This is an optimization exercise on Yosys and OpenROAD, whose aim is a short achievable clock period and few clock cycles, not a production implementation.
RTL that was checked went through simulation tests only; none was proved equivalent to the original.
For run 4, only the layout was checked, not whether the RTL still works.
Power is estimated from default activity; no workload was simulated.

==> flow/design.v <==
`timescale 1ns / 1ps
module mux4to1(
		input [4 * WIDTH - 1:0] in,
		input [1:0] select,
		output [WIDTH - 1:0] out
		);
	parameter WIDTH = 1;
	assign out =
			select == 2'b00 ? in[WIDTH - 1:0] :
			select == 2'b01 ? in[2 * WIDTH - 1: WIDTH] :
			select == 2'b10 ? in[3 * WIDTH - 1: 2 * WIDTH] :
			in[4 * WIDTH - 1: 3 * WIDTH];
endmodule
`timescale 1ns / 1ps
module mux16to1(
		input [16 * WIDTH - 1:0] in,
		input [3:0] select,
		output [WIDTH - 1:0] out
		);
	parameter WIDTH = 1;
	assign out =
			select == 4'b0000 ? in[WIDTH - 1:0] :
			select == 4'b0001 ? in[2 * WIDTH - 1: WIDTH] :
			select == 4'b0010 ? in[3 * WIDTH - 1: 2 * WIDTH] :
			select == 4'b0011 ? in[4 * WIDTH - 1: 3 * WIDTH] :
			select == 4'b0100 ? in[5 * WIDTH - 1: 4 * WIDTH] :
			select == 4'b0101 ? in[6 * WIDTH - 1: 5 * WIDTH] :
			select == 4'b0110 ? in[7 * WIDTH - 1: 6 * WIDTH] :
			select == 4'b0111 ? in[8 * WIDTH - 1: 7 * WIDTH] :
			select == 4'b1000 ? in[9 * WIDTH - 1: 8 * WIDTH] :
			select == 4'b1001 ? in[10 * WIDTH - 1: 9 * WIDTH] :
			select == 4'b1010 ? in[11 * WIDTH - 1: 10 * WIDTH] :
			select == 4'b1011 ? in[12 * WIDTH - 1: 11 * WIDTH] :
			select == 4'b1100 ? in[13 * WIDTH - 1: 12 * WIDTH] :
			select == 4'b1101 ? in[14 * WIDTH - 1: 13 * WIDTH] :
			select == 4'b1110 ? in[15 * WIDTH - 1: 14 * WIDTH] :
			in[16 * WIDTH - 1: 15 * WIDTH];
endmodule
`timescale 1ns / 1ps
module Ext_32(
		input [15:0] Imm_16,
		output [31:0] Imm_32
		);
	assign Imm_32 = {{16{Imm_16[15]}}, Imm_16};
endmodule
`timescale 1ns / 1ps
module REG32(
		input clk,
		input rst,
		input CE,
		input [31:0] D,
		output reg [31:0] Q
	);
	always @(posedge clk or posedge rst) begin
		if (rst) begin
			Q <= 0;
		end else if (CE) begin
			Q <= D;
		end
	end
endmodule
`timescale 1ns / 1ps
module Regs(
		input clk,
		input rst,
		input L_S,
		input [4:0] R_addr_A,
		input [4:0] R_addr_B,
		input [4:0] Wt_addr,
		input [31:0] Wt_data,
		output [31:0] rdata_A,
		output [31:0] rdata_B
		);
	reg [31:0] register [1:31];
	integer i;
	assign rdata_A = R_addr_A == 0 ? 0 : register[R_addr_A];
	assign rdata_B = R_addr_B == 0 ? 0 : register[R_addr_B];
	always @(posedge clk or posedge rst) begin
		if (rst) begin
			for (i = 1; i < 32; i = i + 1) begin
				register[i] <= 0;
			end
		end else if (L_S == 1 && Wt_addr != 0) begin
			register[Wt_addr] <= Wt_data;
		end
	end
endmodule
`timescale 1ns / 1ps
module ALU(
		input [31:0] A,
		input [3:0] ALU_operation,
		input [31:0] B,
		output overflow,
		output [31:0] res,
		output zero
	);
	mux16to1 #(32) ALU_MUX (
			.in({
				{6{32'b0}},
				{31'b0, $signed(A) < $signed(B)},
				B << A[4:0],
				{31'b0, A < B},
				$signed(A) - $signed(B),
				B >> A[4:0],
				~(A | B),
				A ^ B,
				$signed(A) + $signed(B),
				A | B,
				A & B
			}),
			.select(ALU_operation),
			.out(res)
	);
	assign zero = ~|res;
	assign overflow = 0;
endmodule
`timescale 1ns / 1ps
module M_datapath(
		input clk,
		input reset,
		input MIO_ready,
		input IorD,
		input IRWrite,
		input [1:0] RegDst,
		input RegWrite,
		input [1:0] MemtoReg,
		input ALUSrcA,
		input [1:0] ALUSrcB,
		input [1:0] PCSource,
		input PCWrite,
		input PCWriteCond,
		input Branch,
		input [3:0] ALU_operation,
		output [31:0] PC_Current,
		input [31:0] Data_in,
		output [31:0] Inst,
		output [31:0] data_out,
		output [31:0] M_addr,
		output zero,
		output overflow
	);
	wire [31:0] MDR;
	wire [4:0] Wt_addr;
	wire [31:0] Wt_data;
	wire [31:0] rdata_A;
	wire [31:0] Imm_32;
	wire [31:0] A;
	wire [31:0] B;
	wire [31:0] res;
	wire [31:0] ALUOut;
	wire [31:0] PC_Next;
	REG32 U_IR (
			.clk(clk),
			.rst(1'b0),
			.CE(IRWrite),
			.D(Data_in[31:0]),
			.Q(Inst[31:0])
	);
	REG32 U_MDR (
			.clk(clk),
			.rst(1'b0),
			.CE(1'b1),
			.D(Data_in[31:0]),
			.Q(MDR[31:0])
	);
	mux4to1 #(5) U_mux_Wt_addr (
			.in({
				5'b0,	 
				5'd31,	 
				Inst[15:11],	 
				Inst[20:16]	 
			}),
			.select(RegDst[1:0]),
			.out(Wt_addr[4:0])
	);
	mux4to1 #(32) U_mux_Wt_data (
			.in({
				PC_Current[31:0],	 
				{Inst[15:0], 16'b0},	 
				MDR[31:0],	 
				ALUOut[31:0]	 
			}),
			.select(MemtoReg[1:0]),
			.out(Wt_data[31:0])
	);
	Regs U2 (
			.clk(clk),
			.rst(reset),
			.R_addr_A(Inst[25:21]),
			.R_addr_B(Inst[20:16]),
			.Wt_addr(Wt_addr[4:0]),
			.Wt_data(Wt_data[31:0]),
			.L_S(RegWrite),
			.rdata_A(rdata_A[31:0]),
			.rdata_B(data_out[31:0])
	);
	Ext_32 U_Ext (
			.Imm_16(Inst[15:0]),
			.Imm_32(Imm_32[31:0])
	);
	assign A = ALUSrcA ? rdata_A : PC_Current;
	mux4to1 #(32) U_mux_B (
			.in({
				{Imm_32[29:0], 2'b00},	 
				Imm_32[31:0],	 
				32'd4,	 
				data_out[31:0]	 
			}),
			.select(ALUSrcB[1:0]),
			.out(B[31:0])
	);
	ALU U1 (
			.A(A[31:0]),
			.B(B[31:0]),
			.ALU_operation(ALU_operation[3:0]),
			.zero(zero),
			.res(res[31:0]),
			.overflow(overflow)
	);
	REG32 U_ALUOut (
			.clk(clk),
			.rst(1'b0),
			.CE(1'b1),
			.D(res[31:0]),
			.Q(ALUOut[31:0])
	);
	mux4to1 #(32) U_mux_PC_next (
			.in({
				ALUOut[31:0],	 
				{PC_Current[31:28], Inst[25:0], 2'b00},	 
				ALUOut[31:0],	 
				res[31:0]	 
			}),
			.select(PCSource[1:0]),
			.out(PC_Next[31:0])
	);
	REG32 U_PC (
			.clk(clk),
			.rst(reset),
			.CE(MIO_ready && (PCWrite || (PCWriteCond && (Branch == zero)))),
			.D(PC_Next[31:0]),
			.Q(PC_Current[31:0])
	);
	assign M_addr = IorD ? ALUOut : PC_Current;
endmodule
`timescale 1ns / 1ps
module ctrl(
		input clk,
		input reset,
		input [31:0] Inst_in,
		input zero,
		input overflow,
		input MIO_ready,
		output reg MemRead,
		output reg MemWrite,
		output reg [3:0] ALU_operation,
		output [4:0] state_out,
		output reg CPU_MIO,
		output reg IorD,
		output reg IRWrite,
		output reg [1:0] RegDst,
		output reg RegWrite,
		output reg [1:0] MemtoReg,
		output reg ALUSrcA,
		output reg [1:0] ALUSrcB,
		output reg [1:0] PCSource,
		output reg PCWrite,
		output reg PCWriteCond,
		output reg Branch
	);
	localparam
			IF = 4'b0000,
			ID = 4'b0001,
			Mem_Ex = 4'b0010,
			Mem_RD = 4'b0011,
			LW_WB = 4'b0100,
			Mem_WD = 4'b0101,
			R_Exe = 4'b0110,
			R_WB = 4'b0111,
			Beq_Exe = 4'b1000,
			J = 4'b1001,
			I_Exe = 4'b1010,
			I_WB = 4'b1011,
			Lui_WB = 4'b1100,
			Bne_Exe = 4'b1101,
			Jr = 4'b1110,
			Jal = 4'b1111;
	localparam
			ALU_AND = 4'b0000,
			ALU_OR = 4'b0001,
			ALU_ADD = 4'b0010,
			ALU_XOR = 4'b0011,
			ALU_NOR = 4'b0100,
			ALU_SRLV = 4'b0101,
			ALU_SUB = 4'b0110,
			ALU_SLTU = 4'b0111,
			ALU_SLLV = 4'b1000,
			ALU_SLT = 4'b1001;
	reg [3:0] state;
	assign state_out = {1'b0, state};
	task GoToIF;
		begin
			{PCWrite, PCWriteCond, IorD, MemRead, MemWrite, IRWrite, MemtoReg[1:0], PCSource[1:0], ALUSrcB[1:0], ALUSrcA, RegWrite, RegDst[1:0], CPU_MIO} <= 17'h12821;
			ALU_operation <= ALU_ADD;
			state <= IF;
		end
	endtask
	always @(posedge clk or posedge reset) begin
		if (reset) begin
			GoToIF;
		end else begin
			ALU_operation <= ALU_ADD;
			case (state)
				IF: begin
					if (MIO_ready) begin
						{PCWrite, PCWriteCond, IorD, MemRead, MemWrite, IRWrite, MemtoReg[1:0], PCSource[1:0], ALUSrcB[1:0], ALUSrcA, RegWrite, RegDst[1:0], CPU_MIO} <= 17'h00060;
						ALU_operation <= ALU_ADD;
						state <= ID;
					end else begin
						GoToIF;
					end
				end
				ID: begin
					case (Inst_in[31:26])
						6'b000000: begin	 
							{PCWrite, PCWriteCond, IorD, MemRead, MemWrite, IRWrite, MemtoReg[1:0], PCSource[1:0], ALUSrcB[1:0], ALUSrcA, RegWrite, RegDst[1:0], CPU_MIO} <= 17'h00010;
							state <= R_Exe;
							case (Inst_in[5:0])
								6'b100000: begin ALU_operation <= ALU_ADD; end
								6'b100010: begin ALU_operation <= ALU_SUB; end
								6'b100100: begin ALU_operation <= ALU_AND; end
								6'b100101: begin ALU_operation <= ALU_OR; end
								6'b100110: begin ALU_operation <= ALU_XOR; end
								6'b100111: begin ALU_operation <= ALU_NOR; end
								6'b101010: begin ALU_operation <= ALU_SLT; end
								6'b101011: begin ALU_operation <= ALU_SLTU; end
								6'b000110: begin ALU_operation <= ALU_SRLV; end
								6'b000100: begin ALU_operation <= ALU_SLLV; end
								6'b001000: begin	 
									{PCWrite, PCWriteCond, IorD, MemRead, MemWrite, IRWrite, MemtoReg[1:0], PCSource[1:0], ALUSrcB[1:0], ALUSrcA, RegWrite, RegDst[1:0], CPU_MIO} <= 17'h10010;
									state <= Jr;
								end
								default: begin	 
									GoToIF;
								end
							endcase
						end
						6'b001000: begin	 
							{PCWrite, PCWriteCond, IorD, MemRead, MemWrite, IRWrite, MemtoReg[1:0], PCSource[1:0], ALUSrcB[1:0], ALUSrcA, RegWrite, RegDst[1:0], CPU_MIO} <= 17'h00050;
							ALU_operation <= ALU_ADD;
							state <= I_Exe;
						end
						6'b001100: begin	 
							{PCWrite, PCWriteCond, IorD, MemRead, MemWrite, IRWrite, MemtoReg[1:0], PCSource[1:0], ALUSrcB[1:0], ALUSrcA, RegWrite, RegDst[1:0], CPU_MIO} <= 17'h00050;
							ALU_operation <= ALU_AND;
							state <= I_Exe;
						end
						6'b001101: begin	 
							{PCWrite, PCWriteCond, IorD, MemRead, MemWrite, IRWrite, MemtoReg[1:0], PCSource[1:0], ALUSrcB[1:0], ALUSrcA, RegWrite, RegDst[1:0], CPU_MIO} <= 17'h00050;
							ALU_operation <= ALU_OR;
							state <= I_Exe;
						end
						6'b001110: begin	 
							{PCWrite, PCWriteCond, IorD, MemRead, MemWrite, IRWrite, MemtoReg[1:0], PCSource[1:0], ALUSrcB[1:0], ALUSrcA, RegWrite, RegDst[1:0], CPU_MIO} <= 17'h00050;
							ALU_operation <= ALU_XOR;
							state <= I_Exe;
						end
						6'b001010: begin	 
							{PCWrite, PCWriteCond, IorD, MemRead, MemWrite, IRWrite, MemtoReg[1:0], PCSource[1:0], ALUSrcB[1:0], ALUSrcA, RegWrite, RegDst[1:0], CPU_MIO} <= 17'h00050;
							ALU_operation <= ALU_SLT;
							state <= I_Exe;
						end
						6'b001011: begin	 
							{PCWrite, PCWriteCond, IorD, MemRead, MemWrite, IRWrite, MemtoReg[1:0], PCSource[1:0], ALUSrcB[1:0], ALUSrcA, RegWrite, RegDst[1:0], CPU_MIO} <= 17'h00050;
							ALU_operation <= ALU_SLTU;
							state <= I_Exe;
						end
						6'b001111: begin	 
							{PCWrite, PCWriteCond, IorD, MemRead, MemWrite, IRWrite, MemtoReg[1:0], PCSource[1:0], ALUSrcB[1:0], ALUSrcA, RegWrite, RegDst[1:0], CPU_MIO} <= 17'h00468;
							state <= Lui_WB;
						end
						6'b100011, 6'b101011: begin	 
							{PCWrite, PCWriteCond, IorD, MemRead, MemWrite, IRWrite, MemtoReg[1:0], PCSource[1:0], ALUSrcB[1:0], ALUSrcA, RegWrite, RegDst[1:0], CPU_MIO} <= 17'h00050;
							ALU_operation <= ALU_ADD;
							state <= Mem_Ex;
						end
						6'b000100: begin	 
							Branch <= 1;
							{PCWrite, PCWriteCond, IorD, MemRead, MemWrite, IRWrite, MemtoReg[1:0], PCSource[1:0], ALUSrcB[1:0], ALUSrcA, RegWrite, RegDst[1:0], CPU_MIO} <= 17'h08090;
							ALU_operation <= ALU_SUB;
							state <= Beq_Exe;
						end
						6'b000101: begin	 
							Branch <= 0;
							{PCWrite, PCWriteCond, IorD, MemRead, MemWrite, IRWrite, MemtoReg[1:0], PCSource[1:0], ALUSrcB[1:0], ALUSrcA, RegWrite, RegDst[1:0], CPU_MIO} <= 17'h08090;
							ALU_operation <= ALU_SUB;
							state <= Bne_Exe;
						end
						6'b000010: begin	 
							{PCWrite, PCWriteCond, IorD, MemRead, MemWrite, IRWrite, MemtoReg[1:0], PCSource[1:0], ALUSrcB[1:0], ALUSrcA, RegWrite, RegDst[1:0], CPU_MIO} <= 17'h10160;
							state <= J;
						end
						6'b000011: begin	 
							{PCWrite, PCWriteCond, IorD, MemRead, MemWrite, IRWrite, MemtoReg[1:0], PCSource[1:0], ALUSrcB[1:0], ALUSrcA, RegWrite, RegDst[1:0], CPU_MIO} <= 17'h1076C;
							state <= Jal;
						end
						default: begin	 
							GoToIF;
						end
					endcase
				end
				Mem_Ex: begin
					case (Inst_in[31:26])
						6'b100011: begin	 
							{PCWrite, PCWriteCond, IorD, MemRead, MemWrite, IRWrite, MemtoReg[1:0], PCSource[1:0], ALUSrcB[1:0], ALUSrcA, RegWrite, RegDst[1:0], CPU_MIO} <= 17'h06051;
							state <= Mem_RD;
						end
						6'b101011: begin	 
							{PCWrite, PCWriteCond, IorD, MemRead, MemWrite, IRWrite, MemtoReg[1:0], PCSource[1:0], ALUSrcB[1:0], ALUSrcA, RegWrite, RegDst[1:0], CPU_MIO} <= 17'h05051;
							state <= Mem_WD;
						end
						default: begin	 
							GoToIF;
						end
					endcase
				end
				Mem_RD: begin
					if (MIO_ready) begin
						{PCWrite, PCWriteCond, IorD, MemRead, MemWrite, IRWrite, MemtoReg[1:0], PCSource[1:0], ALUSrcB[1:0], ALUSrcA, RegWrite, RegDst[1:0], CPU_MIO} <= 17'h00208;
						state <= LW_WB;
					end else begin
						{PCWrite, PCWriteCond, IorD, MemRead, MemWrite, IRWrite, MemtoReg[1:0], PCSource[1:0], ALUSrcB[1:0], ALUSrcA, RegWrite, RegDst[1:0], CPU_MIO} <= 17'h06051;
						state <= Mem_RD;
					end
				end
				LW_WB: begin
					GoToIF;
				end
				Mem_WD: begin
					if (MIO_ready) begin
						GoToIF;
					end else begin
						{PCWrite, PCWriteCond, IorD, MemRead, MemWrite, IRWrite, MemtoReg[1:0], PCSource[1:0], ALUSrcB[1:0], ALUSrcA, RegWrite, RegDst[1:0], CPU_MIO} <= 17'h05051;
						state <= Mem_WD;
					end
				end
				R_Exe: begin
					{PCWrite, PCWriteCond, IorD, MemRead, MemWrite, IRWrite, MemtoReg[1:0], PCSource[1:0], ALUSrcB[1:0], ALUSrcA, RegWrite, RegDst[1:0], CPU_MIO} <= 17'h0001A;
					state <= R_WB;
				end
				R_WB: begin
					GoToIF;
				end
				Beq_Exe: begin
					GoToIF;
				end
				J: begin
					GoToIF;
				end
				I_Exe: begin
					{PCWrite, PCWriteCond, IorD, MemRead, MemWrite, IRWrite, MemtoReg[1:0], PCSource[1:0], ALUSrcB[1:0], ALUSrcA, RegWrite, RegDst[1:0], CPU_MIO} <= 17'h00058;
					state <= I_WB;
				end
				I_WB: begin
					GoToIF;
				end
				Lui_WB: begin
					GoToIF;
				end
				Bne_Exe: begin
					GoToIF;
				end
				Jr: begin
					GoToIF;
				end
				Jal: begin
					GoToIF;
				end
				default begin	 
					GoToIF;
				end
			endcase
		end
	end
endmodule
`timescale 1ns / 1ps
module Multi_CPU(
		input clk,
		input reset,
		input MIO_ready,	 
		output mem_w,	
		output [31:0] Addr_out,	
		output [31:0] Data_out,	
		input [31:0] Data_in,	
		output CPU_MIO,	 
		input INT	
	);
	wire [31:0] PC_out;
	wire [31:0] inst_out;
	wire [4:0] state;
	wire MemRead;
	wire MemWrite;
	wire IorD;
	wire IRWrite;
	wire RegWrite;
	wire ALUSrcA;
	wire PCWrite;
	wire PCWriteCond;
	wire Branch;
	wire [1:0] RegDst;
	wire [1:0] MemtoReg;
	wire [1:0] ALUSrcB;
	wire [1:0] PCSource;
	wire [3:0] ALU_operation;
	wire zero;
	wire overflow;
	ctrl U11(
			.clk(clk),
			.reset(reset),
			.zero(zero),
			.overflow(overflow),
			.MIO_ready(MIO_ready),
			.Inst_in(inst_out[31:0]),
			.MemRead(MemRead),
			.MemWrite(MemWrite),
			.CPU_MIO(CPU_MIO),
			.IorD(IorD),
			.IRWrite(IRWrite),
			.RegWrite(RegWrite),
			.ALUSrcA(ALUSrcA),
			.PCWrite(PCWrite),
			.PCWriteCond(PCWriteCond),
			.Branch(Branch),
			.RegDst(RegDst[1:0]),
			.MemtoReg(MemtoReg[1:0]),
			.ALUSrcB(ALUSrcB[1:0]),
			.PCSource(PCSource[1:0]),
			.ALU_operation(ALU_operation[3:0]),
			.state_out(state[4:0])
	);
	assign mem_w = MemWrite && (!MemRead);
	M_datapath U12(
			.clk(clk),
			.reset(reset),
			.MIO_ready(MIO_ready),
			.IorD(IorD),
			.IRWrite(IRWrite),
			.RegWrite(RegWrite),
			.ALUSrcA(ALUSrcA),
			.PCWrite(PCWrite),
			.PCWriteCond(PCWriteCond),
			.Branch(Branch),
			.RegDst(RegDst[1:0]),
			.MemtoReg(MemtoReg[1:0]),
			.ALUSrcB(ALUSrcB[1:0]),
			.PCSource(PCSource[1:0]),
			.ALU_operation(ALU_operation[3:0]),
			.Data_in(Data_in[31:0]),
			.zero(zero),
			.overflow(overflow),
			.PC_Current(PC_out[31:0]),
			.Inst(inst_out[31:0]),
			.data_out(Data_out[31:0]),
			.M_addr(Addr_out[31:0])
	);
endmodule
==> flow/run.sh <==
#!/bin/bash
# synth_recipe.tcl (not shown) runs the flow's synth.tcl, then flattens the netlist and writes it again
# the make line also repeats each setting of config.mk as NAME=value (left out here)
make -C /OpenROAD-flow-scripts/flow DESIGN_CONFIG=/design/flow/config.mk WORK_HOME=/design/flow/orfs CLKGATE_MAP_FILE= SYNTH_SCRIPT=/design/flow/synth_recipe.tcl finish
==> flow/config.mk <==
export PLATFORM = sky130hd
export DESIGN_NAME = Multi_CPU
export DESIGN_NICKNAME = Multi_CPU
export VERILOG_FILES = /design/flow/design.v
export SDC_FILE = /design/flow/constraint.sdc
export NUM_CORES = 4
export LEC_CHECK = 0
export CAP_MARGIN = 30
export CORE_MARGIN = 2
export CORE_UTILIZATION = 30
export PLACE_DENSITY = 0.45
export SLEW_MARGIN = 30
==> flow/constraint.sdc <==
create_clock -name core_clock -period 11.0 [get_ports {clk}]
set_input_delay 2.2000 -clock core_clock [delete_from_list [all_inputs] [get_ports {clk}]]
set_output_delay 2.2000 -clock core_clock [all_outputs]
set_load 0.01 [all_outputs]
==> impl_metrics.json, run 1 <==
{
  "rr_worst_depth": 25,
  "startpoint_type": "flop",
  "crit_type": "flop to flop",
  "drt-initial-drc-count": 10910,
  "syn_avg_cell_area_um2": 8.478,
  "p_total_mw": 15.58,
  "r2r_slack_ps": 580,
  "cp-end-kind": "flop",
  "grt_usage": 0.3610,
  "final-hold-violation-count": 0,
  "cts_num_sinks": 1145,
  "syn-num-nets": 8080,
  "outcome": "no timing/DRC/antenna violations",
  "avgRoutedWirePerCell_um": 39.19,
  "grt_pass1_wl_um": 574000,
  "clkTransAtPathRegs_ps": 60,
  "placeableCoreArea_um2": 222700,
  "die_height_um": 477.8,
  "htreeDepth": 4,
  "cts_resized": 0,
  "rsz0062_at_grt": "false",
  "tightest_slew_ps": 1179,
  "dp.cells": 10630,
  "postCtsSetupBuffers": 0,
  "finClkSkew_ps": 49.92,
  "drc": 0,
  "fin_util": 0.3479,
  "synth_cell_type_count": 119,
  "fin_ws_ps": 583.3,
  "setup.worst_path.start": "U12.U_IR.Q[18]$_DFFE_PP_",
  "fin_nets": 7930,
  "slowest_delay_ps": 830,
  "synthFlopType": "dfrtp_1",
  "yosys.area.top_type": "dfrtp_1",
  "fillCellCount": 23100,
  "vias_per_cell": 6.460,
  "ant_nets": 0,
  "first_global_vias": 65190,
  "syn_to_final_growth_pct": 15.03,
  "io_buffers": 100,
  "ios": 102,
  "min_period_ps": 10420,
  "setup_viol": 0,
  "fin_crit_sh": 0.9470,
  "multi_input_area_um2": 36170,
  "die_x_um": 477.8,
  "die_area_um2": 228300,
  "grt_max_degree": 160,
  "first_pass_iters": 7,
  "syn_area_um2": 67350,
  "synth-edff-count": 33,
  "r2r_start": "U12.U_IR.Q[18]$_DFFE_PP_",
  "seq_area_frac_synth": 0.4232,
  "grt.overflow.total": 0,
  "power.leakage_nw": 32.84,
  "arrival_ps": 11110,
  "drt-total-wl_um": 426600,
  "cp_slowest_cell": "a21oi_1",
  "ys_warn_count": 4,
  "peakVddDrop_mv": 0.1072,
  "start_util": 0.3024,
  "crit_path_frequent_cell": "a21oi_1",
  "drv_cap": 0,
  "synth_area_leaders": "dfrtp_1, o21ai_0, nand2_1, a22oi_1, clkbuf_1",
  "cts_tree": "yes",
  "gp_congestion": 1.028,
  "r2r_end": "U12.U_PC.Q[12]$_DFFE_PP0P_",
  "rows": 173,
  "cp-endpoint": "U12.U_PC.Q[12]$_DFFE_PP0P_",
  "hpwl_um": 281500,
  "max_freq_mhz": 96.00,
  "vias": 70330,
  "hp-class": "flop to flop",
  "hold_start": "U12.U2.register[2][1]$_DFFE_PP0P_",
  "seq_area_um2": 28520,
  "power_density_nw_per_um2": 201.1,
  "fin_cells": 10890,
  "pre_cts_ws_ps": 1119,
  "clock_path_buffers": 3,
  "clockRootBuffer": "clkbuf_16",
  "final-max-slew-violation-count": 0,
  "insertion_delay_ps": 850,
  "cts_buffers": 136,
  "hold_buffers": 0,
  "synth-seq-cells": 1145,
  "slew_headroom": 0.2102,
  "antenna_found_initial": 36,
  "async_flop_share": 0.9153,
  "synthesis.instances": 7945,
  "synth_top_area_frac": 0.3871,
  "drive_above_1_share": 0.1191,
  "path_max_fanout": 13,
  "cp.required_ps": 11690
}
## stage by stage
| step | setup TNS [ps] | hold WS, ps | area (µm²) |
|---|---|---|---|
| after detailed placement | 0 | 471.2 | 72760 |
| after global placement | 0 | 462.5 | 72600 |
| final | 0 | 480.6 | 77480 |
| after CTS | 0 | 484.1 | 77280 |
| after global routing | 0 | 490.5 | 77440 |
| after floorplan | -5904850 | 449.8 | 67360 |
## worst min path at each step
| stage | to | depth (start not counted) |
|---|---|---|
| CTS | U12.U2.register[2][1]$_DFFE_PP0P_ | 2 |
| finish | U12.U2.register[2][1]$_DFFE_PP0P_ | 2 |
| global route | U12.U2.register[2][1]$_DFFE_PP0P_ | 2 |
| floorplan | U12.U2.register[26][2]$_DFFE_PP0P_ | 2 |
| detailed placement | U12.U2.register[2][1]$_DFFE_PP0P_ | 2 |
| global placement | U12.U2.register[26][2]$_DFFE_PP0P_ | 2 |
## worst max-delay path: cells and delay by family, from the launching register on
| family | cells | cell delay, ps |
|---|---|---|
| mux | 1 | 320 |
| flops | 1 | 780 |
| fa+ha+maj | 1 | 680 |
| compound gates | 15 | 4910 |
| simple gates | 6 | 2970 |
| buf+inv | 2 | 570 |
## kinds of logic (layout without fill, tap and decap cells)
group / count (synthesis) / in the layout / synth area share
other cells: 0 / 20 / 0
compound gates: 2784 / 2784 / 0.2646
fa+ha+maj: 99 / 99 / 0.01861
buf+inv: 874 / 821 / 0.05346
simple gates: 2784 / 2784 / 0.1973
mux: 218 / 218 / 0.03745
flops: 1145 / 1145 / 0.4232
xor+xnor: 41 / 41 / 0.005331
## area by class of cell
type / instances / share of cell area
inverter: 130 / 0.006346
multi-input combinational: 5926 / 0.4668
sequential: 1145 / 0.3681
tap: 2975 / 0.04804
timing repair buffer: 456 / 0.05168
clock buffer: 189 / 0.05053
antenna: 20 / 0.0006460
clock inverter: 46 / 0.007881
## state kept, by name (all words and copies together) (netlist names), 2 cells and up
register,flops
U12.U_ALUOut.Q,32
U11.ALU_operation,4
U11.state,4
U11.PCSource,2
U11.RegDst,2
U12.U_IR.Q,32
U12.U2.register,992
U11.ALUSrcB,2
U12.U_PC.Q,32
U11.MemtoReg,2
U12.U_MDR.Q,32
## synth_stat cells, types with 45 or more instances
master / n
a21oi_1: 358
clkbuf_1: 567
a2111oi_0: 89
nor2_1: 337
dfrtp_1: 1042
ha_1: 97
nor2b_1: 61
buf_1: 45
nand3_1: 164
o21ai_0: 1185
a22oi_1: 498
nor3_1: 130
a211oi_1: 98
and3_1: 337
inv_1: 124
a221oi_1: 59
dfxtp_1: 64
nand2_1: 1327
nand4_1: 119
mux2i_1: 98
buf_2: 95
nand2b_1: 49
mux2_2: 83
a31oi_1: 46
## report_power, final
group | switching (mW) | internal, mW
clock | 2.03 | 2.71
combinational | 4.33 | 1.69
sequential | 0.329 | 4.49
## layer usage
layer  part of all wire  GRT usage  wire (µm)  vias up
met5            0.00060   0.001050        255        -
li1                   -          -          -    28860
met3               0.12     0.1103      50330     1354
met2               0.41     0.5085     173800     4955
met1               0.39     0.4717     168200    35130
met4              0.080     0.2427      34020       30
## cell usage in the layout (no fill, tap or decap), drive strengths merged, types with 97 or more instances in the layout
cell type,count
o21ai,1192
a21oi,360
mux2,109
nand4,119
a211oi,112
nand3,165
nor3,134
nor2,346
dfrtp,1042
clkbuf,190
a22oi,502
clkdlybuf4s50,100
ha,97
inv,136
mux2i,99
and3,337
nand2,1328
buf,355
Testbench counts, summed over its fixed seeds: cycles 281,034.
==> inputs of run 2 (changes only) <==
--- a/flow/design.v
+++ b/flow/design.v
@@ -489,78 +489,163 @@
 		input reset,
-		input MIO_ready,	 
-		output mem_w,	
-		output [31:0] Addr_out,	
-		output [31:0] Data_out,	
-		input [31:0] Data_in,	
-		output CPU_MIO,	 
-		input INT	
-	);
-	wire [31:0] PC_out;
-	wire [31:0] inst_out;
-	wire [4:0] state;
-	wire MemRead;
-	wire MemWrite;
-	wire IorD;
-	wire IRWrite;
-	wire RegWrite;
-	wire ALUSrcA;
-	wire PCWrite;
-	wire PCWriteCond;
-	wire Branch;
-	wire [1:0] RegDst;
-	wire [1:0] MemtoReg;
-	wire [1:0] ALUSrcB;
-	wire [1:0] PCSource;
-	wire [3:0] ALU_operation;
-	wire zero;
-	wire overflow;
-	ctrl U11(
-			.clk(clk),
-			.reset(reset),
-			.zero(zero),
-			.overflow(overflow),
-			.MIO_ready(MIO_ready),
-			.Inst_in(inst_out[31:0]),
-			.MemRead(MemRead),
-			.MemWrite(MemWrite),
-			.CPU_MIO(CPU_MIO),
-			.IorD(IorD),
-			.IRWrite(IRWrite),
-			.RegWrite(RegWrite),
-			.ALUSrcA(ALUSrcA),
-			.PCWrite(PCWrite),
-			.PCWriteCond(PCWriteCond),
-			.Branch(Branch),
-			.RegDst(RegDst[1:0]),
-			.MemtoReg(MemtoReg[1:0]),
-			.ALUSrcB(ALUSrcB[1:0]),
-			.PCSource(PCSource[1:0]),
-			.ALU_operation(ALU_operation[3:0]),
-			.state_out(state[4:0])
-	);
-	assign mem_w = MemWrite && (!MemRead);
-	M_datapath U12(
-			.clk(clk),
-			.reset(reset),
-			.MIO_ready(MIO_ready),
-			.IorD(IorD),
-			.IRWrite(IRWrite),
-			.RegWrite(RegWrite),
-			.ALUSrcA(ALUSrcA),
-			.PCWrite(PCWrite),
-			.PCWriteCond(PCWriteCond),
-			.Branch(Branch),
-			.RegDst(RegDst[1:0]),
-			.MemtoReg(MemtoReg[1:0]),
-			.ALUSrcB(ALUSrcB[1:0]),
-			.PCSource(PCSource[1:0]),
-			.ALU_operation(ALU_operation[3:0]),
-			.Data_in(Data_in[31:0]),
-			.zero(zero),
-			.overflow(overflow),
-			.PC_Current(PC_out[31:0]),
-			.Inst(inst_out[31:0]),
-			.data_out(Data_out[31:0]),
-			.M_addr(Addr_out[31:0])
+		input MIO_ready,
+		output mem_w,
+		output [31:0] Addr_out,
+		output [31:0] Data_out,
+		input [31:0] Data_in,
+		output CPU_MIO,
+		input INT
 	);
+	wire run = MIO_ready;
+	reg [31:0] rf [1:31];
+	reg [31:0] pc_f;
+	reg v_d;
+	reg [31:0] ir_d;
+	reg [31:0] pc_d;
+	reg [31:0] a_e, b_e, sd_e, alt_e;
+	reg fa_e, fb_e, fs_e;
+	reg [4:0] rd_e;
+	reg ld_e, st_e, br_e, bne_e, jr_e, pt_e;
+	reg o_add, o_sub, o_and, o_or, o_xor, o_nor, o_slt, o_sltu, o_sll, o_srl, o_pass;
+	reg [31:0] res_m, sd_m;
+	reg [4:0] rd_m;
+	reg ld_m, st_m, jr_m;
+	wire [5:0] op = ir_d[31:26];
+	wire [5:0] fn = ir_d[5:0];
+	wire [4:0] rs = ir_d[25:21];
+	wire [4:0] rt = ir_d[20:16];
+	wire [4:0] rdf = ir_d[15:11];
+	wire [15:0] imm16 = ir_d[15:0];
+	wire [31:0] imm = {{16{imm16[15]}}, imm16};
+	wire is_r = v_d && op == 6'h00;
+	wire f_add = fn == 6'h20, f_sub = fn == 6'h22, f_and = fn == 6'h24, f_or = fn == 6'h25;
+	wire f_xor = fn == 6'h26, f_nor = fn == 6'h27, f_slt = fn == 6'h2a, f_sltu = fn == 6'h2b;
+	wire f_sll = fn == 6'h04, f_srl = fn == 6'h06, f_jr = fn == 6'h08;
+	wire r_alu = is_r && (f_add || f_sub || f_and || f_or || f_xor || f_nor || f_slt || f_sltu || f_sll || f_srl);
+	wire r_jr = is_r && f_jr;
+	wire i_addi = v_d && op == 6'h08;
+	wire i_andi = v_d && op == 6'h0c;
+	wire i_ori = v_d && op == 6'h0d;
+	wire i_xori = v_d && op == 6'h0e;
+	wire i_slti = v_d && op == 6'h0a;
+	wire i_sltiu = v_d && op == 6'h0b;
+	wire i_lui = v_d && op == 6'h0f;
+	wire i_lw = v_d && op == 6'h23;
+	wire i_sw = v_d && op == 6'h2b;
+	wire i_beq = v_d && op == 6'h04;
+	wire i_bne = v_d && op == 6'h05;
+	wire i_j = v_d && op == 6'h02;
+	wire i_jal = v_d && op == 6'h03;
+	wire i_alu = i_addi || i_andi || i_ori || i_xori || i_slti || i_sltiu;
+	wire i_br = i_beq || i_bne;
+	wire [4:0] dst = r_alu ? rdf : (i_alu || i_lui || i_lw) ? rt : i_jal ? 5'd31 : 5'd0;
+	wire use_rs = r_alu || r_jr || i_alu || i_lw || i_sw || i_br;
+	wire use_rt = r_alu || r_jr || i_br;
+	wire use_imm = i_alu || i_lw || i_sw;
+	wire stall_d = ld_e && rd_e != 5'd0 &&
+			((use_rs && rs == rd_e) || (use_rt && rt == rd_e));
+	wire [31:0] wd_m = ld_m ? Data_in : res_m;
+	wire [31:0] rf_a = rs == 5'd0 ? 32'd0 : rf[rs];
+	wire [31:0] rf_b = rt == 5'd0 ? 32'd0 : rf[rt];
+	wire [31:0] rs_val = (rd_m != 5'd0 && rd_m == rs) ? wd_m : rf_a;
+	wire [31:0] rt_val = (rd_m != 5'd0 && rd_m == rt) ? wd_m : rf_b;
+	wire [31:0] pc4_d = pc_d + 32'd4;
+	wire [31:0] btgt_d = pc4_d + {imm[29:0], 2'b00};
+	wire [31:0] jtgt_d = {pc4_d[31:28], ir_d[25:0], 2'b00};
+	wire pt_d = i_br && imm16[15];	 
+	wire redirect_d = i_j || i_jal || pt_d;
+	wire [31:0] dtgt = (i_j || i_jal) ? jtgt_d : btgt_d;
+	wire [31:0] A = fa_e ? res_m : a_e;
+	wire [31:0] B = fb_e ? res_m : b_e;
+	wire sub_mode = o_sub || o_slt || o_sltu;
+	wire [31:0] Bx = sub_mode ? ~B : B;
+	wire [32:0] sum = {1'b0, A} + {1'b0, Bx} + {32'd0, sub_mode};
+	wire lt_u = ~sum[32];
+	wire lt_s = (A[31] ^ B[31]) ? A[31] : sum[31];
+	wire [31:0] res =
+			({32{o_add || o_sub}} & sum[31:0]) |
+			({32{o_and}} & (A & B)) |
+			({32{o_or}} & (A | B)) |
+			({32{o_xor}} & (A ^ B)) |
+			({32{o_nor}} & ~(A | B)) |
+			{31'd0, (o_slt && lt_s) || (o_sltu && lt_u)} |
+			({32{o_sll}} & (B << A[4:0])) |
+			({32{o_srl}} & (B >> A[4:0])) |
+			({32{o_pass}} & B);
+	wire eq = A == B;
+	wire taken_e = br_e && (bne_e ? !eq : eq);
+	wire redirect_e = br_e && (taken_e != pt_e);
+	wire mem_m = ld_m || st_m;
+	wire redirect_m = jr_m;
+	assign Addr_out = mem_m ? res_m : pc_f;
+	assign Data_out = sd_m;
+	assign mem_w = st_m;
+	assign CPU_MIO = mem_m || !stall_d;
+	integer i;
+	always @(posedge clk or posedge reset) begin
+		if (reset) begin
+			for (i = 1; i < 32; i = i + 1) rf[i] <= 32'd0;
+		end else if (rd_m != 5'd0) begin
+			rf[rd_m] <= wd_m;
+		end
+	end
+	always @(posedge clk or posedge reset) begin
+		if (reset) begin
+			pc_f <= 32'd0;
+			v_d <= 1'b0;
+			rd_e <= 5'd0; ld_e <= 1'b0; st_e <= 1'b0; br_e <= 1'b0; jr_e <= 1'b0;
+			rd_m <= 5'd0; ld_m <= 1'b0; st_m <= 1'b0; jr_m <= 1'b0;
+		end else if (run) begin
+			if (redirect_m) begin
+				rd_m <= 5'd0; ld_m <= 1'b0; st_m <= 1'b0; jr_m <= 1'b0;
+			end else begin
+				rd_m <= rd_e; ld_m <= ld_e; st_m <= st_e; jr_m <= jr_e;
+			end
+			if (redirect_m || redirect_e || stall_d) begin
+				rd_e <= 5'd0; ld_e <= 1'b0; st_e <= 1'b0; br_e <= 1'b0; jr_e <= 1'b0;
+			end else begin
+				rd_e <= dst; ld_e <= i_lw; st_e <= i_sw; br_e <= i_br; jr_e <= r_jr;
+			end
+			if (redirect_m || redirect_e) begin
+				v_d <= 1'b0;
+			end else if (!stall_d) begin
+				v_d <= !redirect_d && !mem_m;
+			end
+			if (redirect_m) pc_f <= res_m;
+			else if (redirect_e) pc_f <= alt_e;
+			else if (!stall_d) begin
+				if (redirect_d) pc_f <= dtgt;
+				else if (!mem_m) pc_f <= pc_f + 32'd4;
+			end
+		end
+	end
+	always @(posedge clk) begin
+		if (run) begin
+			res_m <= res;
+			sd_m <= fs_e ? wd_m : sd_e;
+			if (!stall_d) begin
+				ir_d <= Data_in;
+				pc_d <= pc_f;
+				a_e <= rs_val;
+				b_e <= i_lw || i_sw || i_alu ? imm : i_lui ? {imm16, 16'd0} : i_jal ? pc4_d : rt_val;
+				sd_e <= rt_val;
+				fa_e <= rd_e != 5'd0 && rd_e == rs;
+				fb_e <= rd_e != 5'd0 && rd_e == rt && !use_imm && !i_lui && !i_jal;
+				fs_e <= rd_e != 5'd0 && rd_e == rt;
+				alt_e <= pt_d ? pc4_d : btgt_d;
+				bne_e <= i_bne;
+				pt_e <= pt_d;
+				o_add <= (r_alu && f_add) || i_addi || i_lw || i_sw || r_jr;
+				o_sub <= r_alu && f_sub;
+				o_and <= (r_alu && f_and) || i_andi;
+				o_or <= (r_alu && f_or) || i_ori;
+				o_xor <= (r_alu && f_xor) || i_xori;
+				o_nor <= r_alu && f_nor;
+				o_slt <= (r_alu && f_slt) || i_slti;
+				o_sltu <= (r_alu && f_sltu) || i_sltiu;
+				o_sll <= r_alu && f_sll;
+				o_srl <= r_alu && f_srl;
+				o_pass <= i_lui || i_jal;
+			end
+		end
+	end
 endmodule
==> impl_metrics.json, run 2 <==
{
  "startpoint_type": "flop",
  "grt_usage": 0.3150,
  "intPower_mw": 10.57,
  "outcome": "no timing/DRC/antenna violations",
  "die_height_um": 491.5,
  "drv_cap": 0,
  "slew_headroom": 0.2086,
  "die_area_um2": 241600,
  "rows": 178,
  "ys_warn_count": 2,
  "cts_num_sinks": 1314,
  "synth_cell_type_count": 95,
  "rsz0062_at_grt": "false",
  "async_flop_share": 0.7930,
  "first_global_vias": 64040,
  "die_x_um": 491.5,
  "cts_buffers": 157,
  "stdcell_area_um2": 82790,
  "first_pass_iters": 9,
  "vias": 68900,
  "largest_register_ffs": 992,
  "max_freq_mhz": 155.7,
  "clkTransAtPathRegs_ps": 60,
  "ios": 102,
  "hp-class": "flop to flop",
  "hpwl_um": 244000,
  "cp.required_ps": 8800,
  "peakVddDrop_mv": 0.1341,
  "seq_area_frac_synth": 0.4802,
  "drt-total-wl_um": 394300,
  "dp.cells": 10640,
  "drt-initial-drc-count": 11310,
  "insertion_delay_ps": 860,
  "min_period_ps": 6423,
  "fin_cells": 10940,
  "drive_above_1_share": 0.1002,
  "final-max-slew-violation-count": 0,
  "antenna_found_initial": 20,
  "placed_cell_area_um2": 77150,
  "yosysMostFrequentCell": "dfrtp_1",
  "synth-edff-count": 272,
  "yosys.area.top_type": "dfrtp_1",
  "synth_commonest_cells": "dfrtp_1, a21oi_1, nor2_1",
  "syn_to_final_growth_pct": 16.09,
  "postCtsSetupBuffers": 0,
  "synth_area_leaders": "dfrtp_1, edfxtp_1, a22oi_1, a21oi_1, nor2_1",
  "start_util": 0.3024,
  "setup_viol": 0,
  "cp-end-kind": "output pin",
  "vias_per_cell": 6.300,
  "syn_avg_cell_area_um2": 9.124,
  "drc": 0,
  "p_total_mw": 16.88,
  "r2r_start": "fa_e$_DFFE_PP_",
  "seqPwrFrac": 0.392,
  "combPwrFrac": 0.278,
  "gp_congestion": 0.9489,
  "ant_nets": 0,
  "power_density_nw_per_um2": 203.9,
  "final_cell_mix": "dfrtp_1, a21oi_1, nor2_1",
  "htreeDepth": 4,
  "r2r_slack_ps": 4820,
  "fin_crit_sh": 0.5839,
  "grt_pass1_wl_um": 537400,
  "setup.worst_path.start": "ir_d[1]$_DFFE_PP_",
  "path_max_fanout": 10,
  "tightest_slew_ps": 1177,
  "p_sw_frac": 0.3740,
  "arrival_ps": 4220,
  "final-hold-violation-count": 0,
  "p_sw_mw": 6.313,
  "grt_max_degree": 151,
  "finClkSkew_ps": 70.35,
  "avgRoutedWirePerCell_um": 36.05,
  "fin_nets": 7816,
  "syn-num-nets": 7981,
  "placeableCoreArea_um2": 235900,
  "synth-seq-cells": 1314,
  "power.leakage_nw": 30.97,
  "cts_tree": "yes",
  "synthesis.instances": 7816,
  "largest_register": "rf",
  "hold_start": "pc_f[0]$_DFFE_PP0P_",
  "clock_path_buffers": 3,
  "cts_resized": 0,
  "grt.overflow.total": 0,
  "syn_area_um2": 71310,
  "synth_top_area_frac": 0.3657,
  "clockRootBuffer": "clkbuf_16",
  "crit_type": "flop to output pin",
  "hold_buffers": 0,
  "power_frac_clock": 0.330,
  "io_buffers": 100,
  "synthFlopType": "dfrtp_1",
  "final_common_cell": "dfrtp_1"
}
==> run 2: changes by cell type after synthesis, sizes merged, moves of 87 or more <==
cell     previous run  this run
mux2i              99       193
nor2              346       954
edfxtp             33       272
a2111oi            95         8
and3              337        24
a21oi             360       972
nand2            1328       758
a22oi             502       741
o21ai            1192       535
==> run 2: cell type report <==
class                      instances  area, µm²
fill                           23960     153100
multi-input combinational       5711      35290
sequential                      1314      34250
inverter                         104      394.1
timing repair buffer             363       3457
clock buffer                     212       4427
clock inverter                    77       1020
antenna                            5      12.51
tap                             3150       3941
==> run 2: critical path, stage by stage, from the launching register on <==
cell and delay (ps):
edfxtp_1 710, or2_2 280, nor4_2 70, a211oi_1 620, a211oi_1 140, o21ai_0 830, nand2b_1 210, clkdlybuf4s50_1 530
==> run 2: path summary, 6_finish.rpt <==
path                       depth (start not counted)                endpoint
setup / recovery                                   7                 CPU_MIO
hold / removal                                     0       pc_d[0]$_DFFE_PP_
setup reg to reg                                  13    pc_f[28]$_DFFE_PP0P_
hold reg to reg                                    0       pc_d[0]$_DFFE_PP_
max in group asynchronous                          5  rf[31][26]$_DFFE_PP0P_
min in group asynchronous                          2    rf[8][4]$_DFFE_PP0P_
==> run 2: metal layers <==
metal	vias to the layer above	part of all wire	wire length [µm]	global-route usage
met5	-	0.00051	203	0
met4	18	0.059	23350	0.1600
met3	1179	0.12	45980	0.09816
met2	4696	0.42	166000	0.4586
met1	34470	0.40	158700	0.4189
li1	28540	-	-	-
==> run 2: power groups by stage <==
stage                     Sequential, mW  Combinational (mW)  Clock (mW)
after floorplan                     6.30                2.76           0
after global placement              6.66                4.40           0
after detailed placement            6.67                4.51           0
after CTS                           6.58                4.52        5.63
after global routing                6.67                5.00        5.82
final                               6.62                4.69        5.57
==> run 2: kinds of logic (layout without fill, tap and decap cells) <==
family / Yosys count / in the layout / share of synthesized area
AO/OA/AOI/OAI: 2838 / 2838 / 0.2539
XOR/XNOR: 152 / 152 / 0.01888
adder cells (fa/ha/maj): 129 / 129 / 0.02284
buffers and inverters: 791 / 756 / 0.04364
flip-flops: 1314 / 1314 / 0.4802
multiplexers: 254 / 254 / 0.03706
other: 0 / 5 / 0
AND/OR/NAND/NOR: 2338 / 2338 / 0.1435
==> run 2: through the flow <==
step | worst slack [ps] | TNS, ps | hold WS [ps] | utilization
4_1_cts | 4674 | 0 | 468.4 | 0.3502
2_1_floorplan | -5566 | -5799470 | 423.1 | -
5_1_grt | 4575 | 0 | 487.6 | 0.3510
3_3_place_gp | 4891 | 0 | 453.5 | 0.3246
3_5_place_dp | 5008 | 0 | 460.1 | 0.3271
6_report | 4577 | 0 | 470.0 | 0.3510
Testbench counts of run 2, summed over its fixed seeds: cycles 107,940.
==> inputs of run 3 (changes only) <==
--- a/flow/design.v
+++ b/flow/design.v
@@ -500,2 +500,22 @@
 	reg [31:0] pc_f;
+	reg hq;	 
+	reg [31:0] pf_addr;	 
+	reg pf_ok;	 
+	reg pf_near;	 
+	localparam CI = 6;	 
+	localparam CN = 1 << CI;
+	localparam TW = 10 - CI;	 
+	localparam [31:0] PF_LIMIT = (CN - 16) * 4;
+	reg [31:0] cdat [0:CN-1];
+	reg [TW-1:0] ctag [0:CN-1];
+	reg [CN-1:0] cval;
+	function [CI-1:0] cidx(input [31:0] a);
+		cidx = a[CI+1:2];
+	endfunction
+	function [TW-1:0] ctg(input [31:0] a);
+		ctg = a[11:CI+2];
+	endfunction
+	function cacheable(input [31:0] a);
+		cacheable = a[31:12] == 20'd0;
+	endfunction
 	reg v_d;
@@ -578,6 +598,21 @@
 	wire redirect_m = jr_m;
-	assign Addr_out = mem_m ? res_m : pc_f;
+	wire [31:0] pc_f4 = pc_f + 32'd4;
+	wire [31:0] pf4 = pf_addr + 32'd4;
+	wire hit = cval[cidx(pc_f)] && ctag[cidx(pc_f)] == ctg(pc_f) && cacheable(pc_f);
+	wire seq_raw = cval[cidx(pc_f4)] && ctag[cidx(pc_f4)] == ctg(pc_f4) && cacheable(pc_f4);
+	wire pf4_raw = cval[cidx(pf4)] && ctag[cidx(pf4)] == ctg(pf4);
+	wire pf_go = pf_ok && pf_near;
+	wire fetch_mem = !mem_m && (!hq || pf_go);
+	wire issue = fetch_mem && hq;
+	wire demand_miss = fetch_mem && !hq && !hit;
+	wire [31:0] fa = hq ? pf_addr : pc_f;
+	wire deliver = hit || (!mem_m && !hq);
+	wire [31:0] idata = hit ? cdat[cidx(pc_f)] : Data_in;
+	wire seq_hit = (fetch_mem && cidx(fa) == cidx(pc_f4)) ?
+			(fa == pc_f4 && cacheable(pc_f4)) : seq_raw;
+	wire keep_hit = hit && !(issue && cidx(pf_addr) == cidx(pc_f));
+	assign Addr_out = mem_m ? res_m : fa;
 	assign Data_out = sd_m;
 	assign mem_w = st_m;
-	assign CPU_MIO = mem_m || !stall_d;
+	assign CPU_MIO = mem_m || !hq || pf_go;
 	integer i;
@@ -590,2 +625,31 @@
 	end
+	always @(posedge clk) begin
+		if (fetch_mem) begin
+			cdat[cidx(fa)] <= Data_in;
+			ctag[cidx(fa)] <= ctg(fa);
+		end
+	end
+	always @(posedge clk or posedge reset) begin
+		if (reset) begin
+			cval <= {CN{1'b0}};
+		end else if (fetch_mem) begin
+			cval[cidx(fa)] <= run && cacheable(fa);
+		end
+	end
+	always @(posedge clk or posedge reset) begin
+		if (reset) begin
+			pf_addr <= 32'd4;
+			pf_ok <= 1'b0;
+			pf_near <= 1'b0;
+		end else if (run) begin
+			if (demand_miss) begin
+				pf_addr <= pc_f4;
+				pf_ok <= !seq_raw && cacheable(pc_f4);
+			end else if (issue || !pf_ok) begin
+				pf_addr <= pf4;
+				pf_ok <= !pf4_raw && cacheable(pf4);
+			end
+			pf_near <= (pf_addr - pc_f) < PF_LIMIT;
+		end
+	end
 	always @(posedge clk or posedge reset) begin
@@ -593,2 +657,3 @@
 			pc_f <= 32'd0;
+			hq <= 1'b0;
 			v_d <= 1'b0;
@@ -610,9 +675,16 @@
 			end else if (!stall_d) begin
-				v_d <= !redirect_d && !mem_m;
+				v_d <= !redirect_d && deliver;
 			end
-			if (redirect_m) pc_f <= res_m;
-			else if (redirect_e) pc_f <= alt_e;
-			else if (!stall_d) begin
-				if (redirect_d) pc_f <= dtgt;
-				else if (!mem_m) pc_f <= pc_f + 32'd4;
+			if (redirect_m) begin
+				pc_f <= res_m; hq <= 1'b0;
+			end else if (redirect_e) begin
+				pc_f <= alt_e; hq <= 1'b0;
+			end else if (stall_d) begin
+				hq <= keep_hit && hq;
+			end else if (redirect_d) begin
+				pc_f <= dtgt; hq <= 1'b0;
+			end else if (deliver) begin
+				pc_f <= pc_f4; hq <= seq_hit;
+			end else begin
+				hq <= keep_hit && hq;
 			end
@@ -625,3 +697,3 @@
 			if (!stall_d) begin
-				ir_d <= Data_in;
+				ir_d <= idata;
 				pc_d <= pc_f;
--- a/flow/config.mk
+++ b/flow/config.mk
@@ -11,2 +11,4 @@
 export PLACE_DENSITY = 0.45
+export SETUP_SLACK_MARGIN = 5
 export SLEW_MARGIN = 30
+export TNS_END_PERCENT = 100
==> impl_metrics.json, run 3 <==
{
  "first_global_vias": 118300,
  "synth_top_family_by_area": "multiplexers",
  "path_max_fanout": 16,
  "die_area_um2": 580100,
  "grt.overflow.total": 0,
  "synthXorXnorAreaFrac": 0.01288,
  "cp-end-kind": "output pin",
  "final-hold-violation-count": 0,
  "min_period_ps": 5975,
  "combPwrFrac": 0.312,
  "yosys.area_share.adder": 0.01184,
  "synth-seq-cells": 3717,
  "grt_max_degree": 148,
  "hpwl_um": 442700,
  "htreeDepth": 5,
  "ys_warn_count": 2,
  "placeableCoreArea_um2": 572500,
  "hp-class": "flop to flop",
  "seq_area_frac_synth": 0.6150,
  "tightest_slew_ps": 1205,
  "antenna_found_initial": 34,
  "drive_above_1_share": 0.1869,
  "dp.cells": 19850,
  "final-max-slew-violation-count": 0,
  "arrival_ps": 3770,
  "crit_type": "flop to output pin",
  "clockRootBuffer": "clkbuf_16",
  "fin_crit_sh": 0.5431,
  "rows": 278,
  "drc": 0,
  "insertion_delay_ps": 1090,
  "synthesis.instances": 12690,
  "power_frac_clock": 0.304,
  "drt-total-wl_um": 734200,
  "hold_buffers": 0,
  "fin_nets": 12900,
  "p_sw_frac": 0.3501,
  "seq_area_um2": 105900,
  "outcome": "no timing/DRC/antenna violations",
  "synth_compound_area_frac": 0.1171,
  "final_common_cell": "edfxtp_1",
  "grt_usage": 0.2454,
  "syn_to_final_growth_pct": 15.01,
  "seqPwrFrac": 0.384,
  "synth_top_area_frac": 0.4492,
  "synth-edff-count": 2576,
  "intPower_mw": 29.57,
  "synth_area_leaders": "edfxtp_1, dfrtp_1, mux4_2, a22oi_1, a21oi_1",
  "drv_cap": 0,
  "ios": 102,
  "max_freq_mhz": 167.4,
  "power.leakage_nw": 67.06,
  "startpoint_type": "flop",
  "ant_nets": 0,
  "clock_path_buffers": 4,
  "r2r_slack_ps": 5070,
  "slew_headroom": 0.1882,
  "power_density_nw_per_um2": 229.8,
  "async_flop_share": 0.3070,
  "syn-num-nets": 12890,
  "placed_cell_area_um2": 184500,
  "synthFlopType": "edfxtp_1",
  "finClkSkew_ps": 89.26,
  "cts_tree": "yes",
  "vias": 122600,
  "synthSimpleGateAreaFrac": 0.07620,
  "syn_area_um2": 172200,
  "cts_buffers": 400,
  "setup_viol": 0,
  "drt-initial-drc-count": 17610,
  "vias_per_cell": 5.943,
  "final_cell_mix": "edfxtp_1, dfrtp_1, nand2_1",
  "die_x_um": 761.6,
  "peakVddDrop_mv": 0.2181,
  "first_pass_iters": 9,
  "cp.required_ps": 8800,
  "hold_ws_ps": 494.0,
  "stdcell_area_um2": 198000,
  "synth_commonest_cells": "edfxtp_1, dfrtp_1, nor2_1",
  "synth_cell_type_count": 100,
  "grt_pass1_wl_um": 1005000,
  "die_height_um": 761.6,
  "rsz0062_at_grt": "true",
  "fillCellCount": 55850,
  "yosysMostFrequentCell": "edfxtp_1",
  "io_buffers": 100,
  "cts_num_sinks": 3717,
  "yosys.area.top_type": "edfxtp_1",
  "synthMuxAreaShare": 0.1408,
  "multi_input_area_um2": 63670,
  "top_regs": "cdat (2048), rf (992), ctag (256)",
  "largest_register_ffs": 2048,
  "p_sw_mw": 15.93,
  "syn_avg_cell_area_um2": 13.57,
  "fin_cells": 20620,
  "avgRoutedWirePerCell_um": 35.60,
  "clkTransAtPathRegs_ps": 60,
  "largest_register": "cdat",
  "start_util": 0.3008,
  "gp_congestion": 0.9045
}
-- run 3: power by group through the flow --
stage               combinational, mW  sequential (mW)  clock (mW)
finish                           14.2             17.5        13.8
global route                     15.0             17.6        14.6
CTS                              14.1             17.4        14.1
detailed placement               14.1             17.7           0
global placement                 14.0             17.7           0
floorplan                        8.91             17.1           0
-- run 3: final timing paths --
| path | startpoint | to | depth (start not counted) |
|---|---|---|---|
| min in group asynchronous | reset | rf[17][22]$_DFFE_PP0P_ | 2 |
| worst min register to register | jr_e$_DFFE_PP0P_ | jr_m$_DFFE_PP0P_ | 2 |
| worst min-delay path | jr_e$_DFFE_PP0P_ | jr_m$_DFFE_PP0P_ | 2 |
| max in group asynchronous | reset | rf[24][11]$_DFFE_PP0P_ | 5 |
| worst max register to register | res_m[16]$_DFFE_PP_ | pc_f[17]$_DFFE_PP0P_ | 13 |
| worst max-delay path | pc_f[2]$_DFFE_PP0P_ | Addr_out[2] | 5 |
-- run 3: final cells by class --
cell class | count | area share
sequential | 3717 | 0.5349
tap | 7560 | 0.04776
clock inverter | 216 | 0.01215
inverter | 156 | 0.003083
timing repair buffer | 604 | 0.02582
clock buffer | 517 | 0.05444
antenna | 25 | 0.0003159
multi-input combinational | 7827 | 0.3215
-- run 3: metrics by stage --
| step | TNS (ps) | power, mW | setup slack (ps) | util |
|---|---|---|---|---|
| floorplan | -7925030 | 26.05 | -6950 | - |
| global placement | 0 | 31.75 | 4595 | 0.3216 |
| detailed placement | 0 | 31.77 | 4641 | 0.3223 |
| CTS | 0 | 45.62 | 4865 | 0.3455 |
| global route | 0 | 47.15 | 4948 | 0.3458 |
| finish | 0 | 45.51 | 5025 | 0.3459 |
-- run 3: critical path, stage by stage (launching register included) --
cell and delay (ps):
dfrtp_4 720, clkinv_2 400, o21ai_4 470, clkinvlp_4 320, o21ai_0 250, clkdlybuf4s50_1 570
-- run 3: logic make-up (layout without fill, tap and decap cells) --
group,Yosys count,count (layout)
simple gates,3006,3006
flops,3717,3717
xor+xnor,243,243
compound gates,3154,3154
mux,1262,1262
other cells,0,25
fa+ha+maj,162,162
buf+inv,1147,1493
-- run 3: repair_timing --
item / 4_1_cts / 5_1_grt
gates resized for setup: 11 / 12
pin swaps: 1 / 0
buffers inserted: 5 / 5
endpoints found under the hold margin: 0 / 0
setup endpoints to repair: 69 / 23
-- run 3: layer usage --
metal | vias up | global-route usage | part of all wire
li1 | 49630 | - | -
met1 | 64570 | 0.3441 | 0.42
met2 | 6793 | 0.3728 | 0.44
met3 | 1566 | 0.04803 | 0.091
met4 | 6 | 0.1012 | 0.050
met5 | - | 0.0003277 | 0.000063
Testbench counts of run 3, summed over its fixed seeds: cycles 90,907.
==> inputs of run 4 (changes only) <==
--- a/flow/design.v
+++ b/flow/design.v
@@ -504,2 +504,4 @@
 	reg pf_near;	 
+	reg [31:0] addr_q;	 
+	reg mio_q;	 
 	localparam CI = 6;	 
@@ -604,6 +606,6 @@
 	wire pf_go = pf_ok && pf_near;
-	wire fetch_mem = !mem_m && (!hq || pf_go);
+	wire fetch_mem = mio_q && !mem_m;
 	wire issue = fetch_mem && hq;
 	wire demand_miss = fetch_mem && !hq && !hit;
-	wire [31:0] fa = hq ? pf_addr : pc_f;
+	wire [31:0] fa = addr_q;	 
 	wire deliver = hit || (!mem_m && !hq);
@@ -613,6 +615,45 @@
 	wire keep_hit = hit && !(issue && cidx(pf_addr) == cidx(pc_f));
-	assign Addr_out = mem_m ? res_m : fa;
+	reg [31:0] pc_f_n, pf_addr_n;
+	reg hq_n, pf_ok_n;
+	always @(*) begin
+		pc_f_n = pc_f;
+		hq_n = keep_hit && hq;
+		if (redirect_m) begin
+			pc_f_n = res_m; hq_n = 1'b0;
+		end else if (redirect_e) begin
+			pc_f_n = alt_e; hq_n = 1'b0;
+		end else if (!stall_d) begin
+			if (redirect_d) begin
+				pc_f_n = dtgt; hq_n = 1'b0;
+			end else if (deliver) begin
+				pc_f_n = pc_f4; hq_n = seq_hit;
+			end
+		end
+		pf_addr_n = pf_addr;
+		pf_ok_n = pf_ok;
+		if (demand_miss) begin
+			pf_addr_n = pc_f4;
+			pf_ok_n = !seq_raw && cacheable(pc_f4);
+		end else if (issue || !pf_ok) begin
+			pf_addr_n = pf4;
+			pf_ok_n = !pf4_raw && cacheable(pf4);
+		end
+	end
+	wire pf_near_n = (pf_addr - pc_f) < PF_LIMIT;
+	wire mem_n = !redirect_m && (ld_e || st_e);
+	wire [31:0] addr_n = mem_n ? res : hq_n ? pf_addr_n : pc_f_n;
+	wire mio_n = mem_n || !hq_n || (pf_ok_n && pf_near_n);
+	always @(posedge clk or posedge reset) begin
+		if (reset) begin
+			addr_q <= 32'd0;
+			mio_q <= 1'b1;
+		end else if (run) begin
+			addr_q <= addr_n;
+			mio_q <= mio_n;
+		end
+	end
+	assign Addr_out = addr_q;
 	assign Data_out = sd_m;
 	assign mem_w = st_m;
-	assign CPU_MIO = mem_m || !hq || pf_go;
+	assign CPU_MIO = mio_q;
 	integer i;
@@ -644,10 +685,5 @@
 		end else if (run) begin
-			if (demand_miss) begin
-				pf_addr <= pc_f4;
-				pf_ok <= !seq_raw && cacheable(pc_f4);
-			end else if (issue || !pf_ok) begin
-				pf_addr <= pf4;
-				pf_ok <= !pf4_raw && cacheable(pf4);
-			end
-			pf_near <= (pf_addr - pc_f) < PF_LIMIT;
+			pf_addr <= pf_addr_n;
+			pf_ok <= pf_ok_n;
+			pf_near <= pf_near_n;
 		end
@@ -677,15 +713,4 @@
 			end
-			if (redirect_m) begin
-				pc_f <= res_m; hq <= 1'b0;
-			end else if (redirect_e) begin
-				pc_f <= alt_e; hq <= 1'b0;
-			end else if (stall_d) begin
-				hq <= keep_hit && hq;
-			end else if (redirect_d) begin
-				pc_f <= dtgt; hq <= 1'b0;
-			end else if (deliver) begin
-				pc_f <= pc_f4; hq <= seq_hit;
-			end else begin
-				hq <= keep_hit && hq;
-			end
+			pc_f <= pc_f_n;
+			hq <= hq_n;
 		end
==> flow/flow/run.sh (new file) <==
#!/bin/bash
# Standard layout flow; timing repair asks for extra setup slack so that the
# layout runs faster than the constraint's clock period requires.
export SETUP_SLACK_MARGIN=7.5
bash standard.sh > standard_flow.log 2>&1
==> flow/standard.sh (new file) <==
#!/bin/bash
# synth_recipe.tcl (not shown) runs the flow's synth.tcl, then flattens the netlist and writes it again
# the make line also repeats each setting of config.mk as NAME=value (left out here)
make -C /OpenROAD-flow-scripts/flow DESIGN_CONFIG=/design/flow/config.mk WORK_HOME=/design/flow/orfs CLKGATE_MAP_FILE= SYNTH_SCRIPT=/design/flow/synth_recipe.tcl "${@:-finish}"
--- a/flow/config.mk
+++ b/flow/config.mk
@@ -11,3 +11,2 @@
 export PLACE_DENSITY = 0.45
-export SETUP_SLACK_MARGIN = 5
 export SLEW_MARGIN = 30
removed: flow/run.sh
==> impl_metrics.json, run 4 <==
{
  "gp_congestion": 0.9233,
  "ant_nets": 0,
  "synth_top_area_frac": 0.4431,
  "setup_viol": 0,
  "vias_per_cell": 6.024,
  "outcome": "no timing/DRC/antenna violations",
  "grt_usage": 0.2647,
  "final_common_cell": "edfxtp_1",
  "power.leakage_nw": 75.18,
  "cts_num_sinks": 3749,
  "ys_warn_count": 2,
  "power_density_nw_per_um2": 215.2,
  "tightest_slew_ps": 1107,
  "rsz0062_at_grt": "true",
  "hpwl_um": 464100,
  "placeableCoreArea_um2": 580500,
  "cp-end-kind": "flop",
  "drive_above_1_share": 0.2889,
  "drt-initial-drc-count": 19940,
  "synth_cell_type_count": 106,
  "final-max-slew-violation-count": 0,
  "synth-seq-cells": 3749,
  "pre_cts_ws_ps": 4124,
  "synth_area_leaders": "edfxtp_1, dfrtp_1, mux4_2, a21oi_1, a22oi_1",
  "synthFlopType": "edfxtp_1",
  "ios": 102,
  "drv_cap": 0,
  "hp-class": "flop to flop",
  "antenna_found_initial": 56,
  "synth_commonest_cells": "edfxtp_1, dfrtp_1, nor2_1",
  "fin_crit_sh": 0.4224,
  "fillCellCount": 55180,
  "cts_buffers": 402,
  "clock_path_buffers": 4,
  "synthSimpleGateAreaFrac": 0.07799,
  "insertion_delay_ps": 1080,
  "synthesis.instances": 13010,
  "synthXorXnorAreaFrac": 0.01408,
  "final-hold-violation-count": 0,
  "stdcell_area_um2": 217900,
  "slew_headroom": 0.2617,
  "finClkSkew_ps": 105.7,
  "grt_pass1_wl_um": 1091000,
  "tns_ps": 0,
  "cts_tree": "yes",
  "grt_max_degree": 147,
  "synth-edff-count": 2576,
  "first_pass_iters": 12,
  "die_area_um2": 588000,
  "yosys.area.top_type": "edfxtp_1",
  "placed_cell_area_um2": 187200,
  "yosysMostFrequentCell": "edfxtp_1",
  "io_buffers": 100,
  "fin_ws_ps": 6354,
  "fin_cells": 21940,
  "htreeDepth": 5,
  "cp.required_ps": 11940,
  "synth_top_family_by_area": "multiplexers",
  "yosys.area_share.adder": 0.01184,
  "syn_avg_cell_area_um2": 13.41,
  "final_cell_mix": "edfxtp_1, dfrtp_1, a21oi_1",
  "die_height_um": 766.8,
  "clockRootBuffer": "clkbuf_16",
  "avgRoutedWirePerCell_um": 36.94,
  "path_max_fanout": 8,
  "arrival_ps": 5590,
  "largest_register_ffs": 2048,
  "peakVddDrop_mv": 0.1543,
  "crit_type": "flop to flop",
  "drc": 0,
  "first_global_vias": 126000,
  "min_period_ps": 4646,
  "syn-num-nets": 13210,
  "fin_nets": 14030,
  "syn_area_um2": 174600,
  "synth_compound_area_frac": 0.1236,
  "fin_util": 0.3754,
  "async_flop_share": 0.3129,
  "hold_buffers": 0,
  "start_util": 0.3007,
  "largest_register": "cdat",
  "synthMuxAreaShare": 0.1339,
  "syn_to_final_growth_pct": 24.84,
  "seq_area_frac_synth": 0.6113,
  "dp.cells": 20370,
  "max_freq_mhz": 215.2,
  "vias": 132200,
  "drt-total-wl_um": 810600,
  "rows": 280,
  "clkTransAtPathRegs_ps": 70,
  "grt.overflow.total": 0,
  "die_x_um": 766.8,
  "top_regs": "cdat (2048), rf (992), ctag (256)",
  "startpoint_type": "flop"
}
==> run 4: changes by cell type after synthesis, sizes merged, moves of 19 or more <==
cell    delta
a22oi    -112
o21ai     +96
a21oi     +85
a22o      +63
a221oi    +54
mux2      -32
dfrtp     +31
nand3     +30
clkbuf    +25
o22ai     +23
mux4      -22
xor2      +19
==> run 4: layout make-up <==
class                      instances  area (µm²)  share of cell area
timing repair buffer            1421       16600             0.07617
tap                             7755        9703             0.04453
antenna                           20       50.05           0.0002297
inverter                         166       705.7            0.003238
sequential                      3749      106800              0.4901
clock inverter                   220        2175            0.009979
clock buffer                     520       10920             0.05011
multi-input combinational       8091       70950              0.3256
==> run 4: what timing repair did <==
action | 4_1_cts | 5_1_grt
endpoints found under the setup margin | 1528 | 1409
pin swaps | 351 | 281
buffers inserted | 553 | 167
gates resized for setup | 1749 | 514
gates cloned | 75 | 14
==> run 4: cells by family after synthesis <==
kind of cell | Yosys count
DFF | 3749
AOI/OAI and AO/OA | 3364
and+or+nand+nor | 3077
muxes | 1211
buffers and inverters | 1178
adders and majority gates | 164
xor gates and xnor gates | 271
==> run 4: report_power, final <==
group / switching [mW] / leakage (nW) / internal, mW
combinational: 9.06 / 33.9 / 6.50
clock: 6.09 / 6.43 / 7.72
sequential: 1.09 / 34.8 / 16.4
total: 16.2 / 75.2 / 30.7
==> run 4: critical path, stage by stage (launching register included) <==
cell	delay, ps
dfrtp_4	530
buf_6	150
ha_4	310
buf_12	140
buf_16	150
buf_4	120
mux4_2	480
mux2i_1	480
xnor2_1	190
a32oi_1	140
o311a_1	370
nor4_4	240
buf_6	170
a2bb2oi_4	80
o41ai_4	400
buf_4	190
mux2_4	300
a21oi_2	120
==> run 4: stage by stage <==
step / total power, mW / hold WS [ps]
global placement: 30.03 / 483.9
detailed placement: 30.10 / 493.3
finish: 46.90 / 505.0
floorplan: 25.07 / 419.6
CTS: 46.20 / 507.0
global route: 48.33 / 522.1
==> run 4: final timing paths <==
path                                             from                      to  slack, ps  depth (start not counted)
worst max-delay path              pc_f[2]$_DFFE_PP0P_   addr_q[6]$_DFFE_PP0P_       6350                         17
worst max register to register    pc_f[2]$_DFFE_PP0P_   addr_q[6]$_DFFE_PP0P_       6350                         17
worst min-delay path            rf[1][10]$_DFFE_PP0P_   rf[1][10]$_DFFE_PP0P_        510                          2
max in group asynchronous                       reset    rf[6][6]$_DFFE_PP0P_       7640                          4
min in group asynchronous                       reset  rf[31][19]$_DFFE_PP0P_       1680                          2
worst min register to register  rf[1][10]$_DFFE_PP0P_   rf[1][10]$_DFFE_PP0P_        510                          2
==> run 4: metal layers <==
| metal | global-route usage | vias up | part of all wire |
|---|---|---|---|
| met5 | 0 | - | 0.00028 |
| met4 | 0.1188 | 20 | 0.057 |
| met3 | 0.06102 | 2123 | 0.10 |
| met2 | 0.4014 | 8292 | 0.44 |
| met1 | 0.3617 | 69160 | 0.40 |
| li1 | - | 52590 | - |

==> static timing again, ports no longer ideal <==
In the flow no input, the clock included, has a driving cell. The finished layouts below were timed again as built, in two steps.
Step 1: set_driving_cell puts a clkbuf_16 on clk and a buf_2 on each other input, an assumption about the parent block.
Step 2, shift: input delay + t, output delay - t, t = (earliest + latest rising clock arrival at the registers) / 2. This alone moves slack from input paths to output paths.
Slacks: no drivers / after step 1 / after step 2; pairs: no drivers / after step 1.
run	t (ns)	setup slack, ns
run 1	0.914	0.583 / 0.583 / 0.583
run 2	0.922	4.577 / 4.479 / 4.820
run 3	1.155	5.025 / 4.902 / 5.067
run 4	1.166	6.354 / 6.354 / 5.454
After both steps every run listed still meets setup and hold.
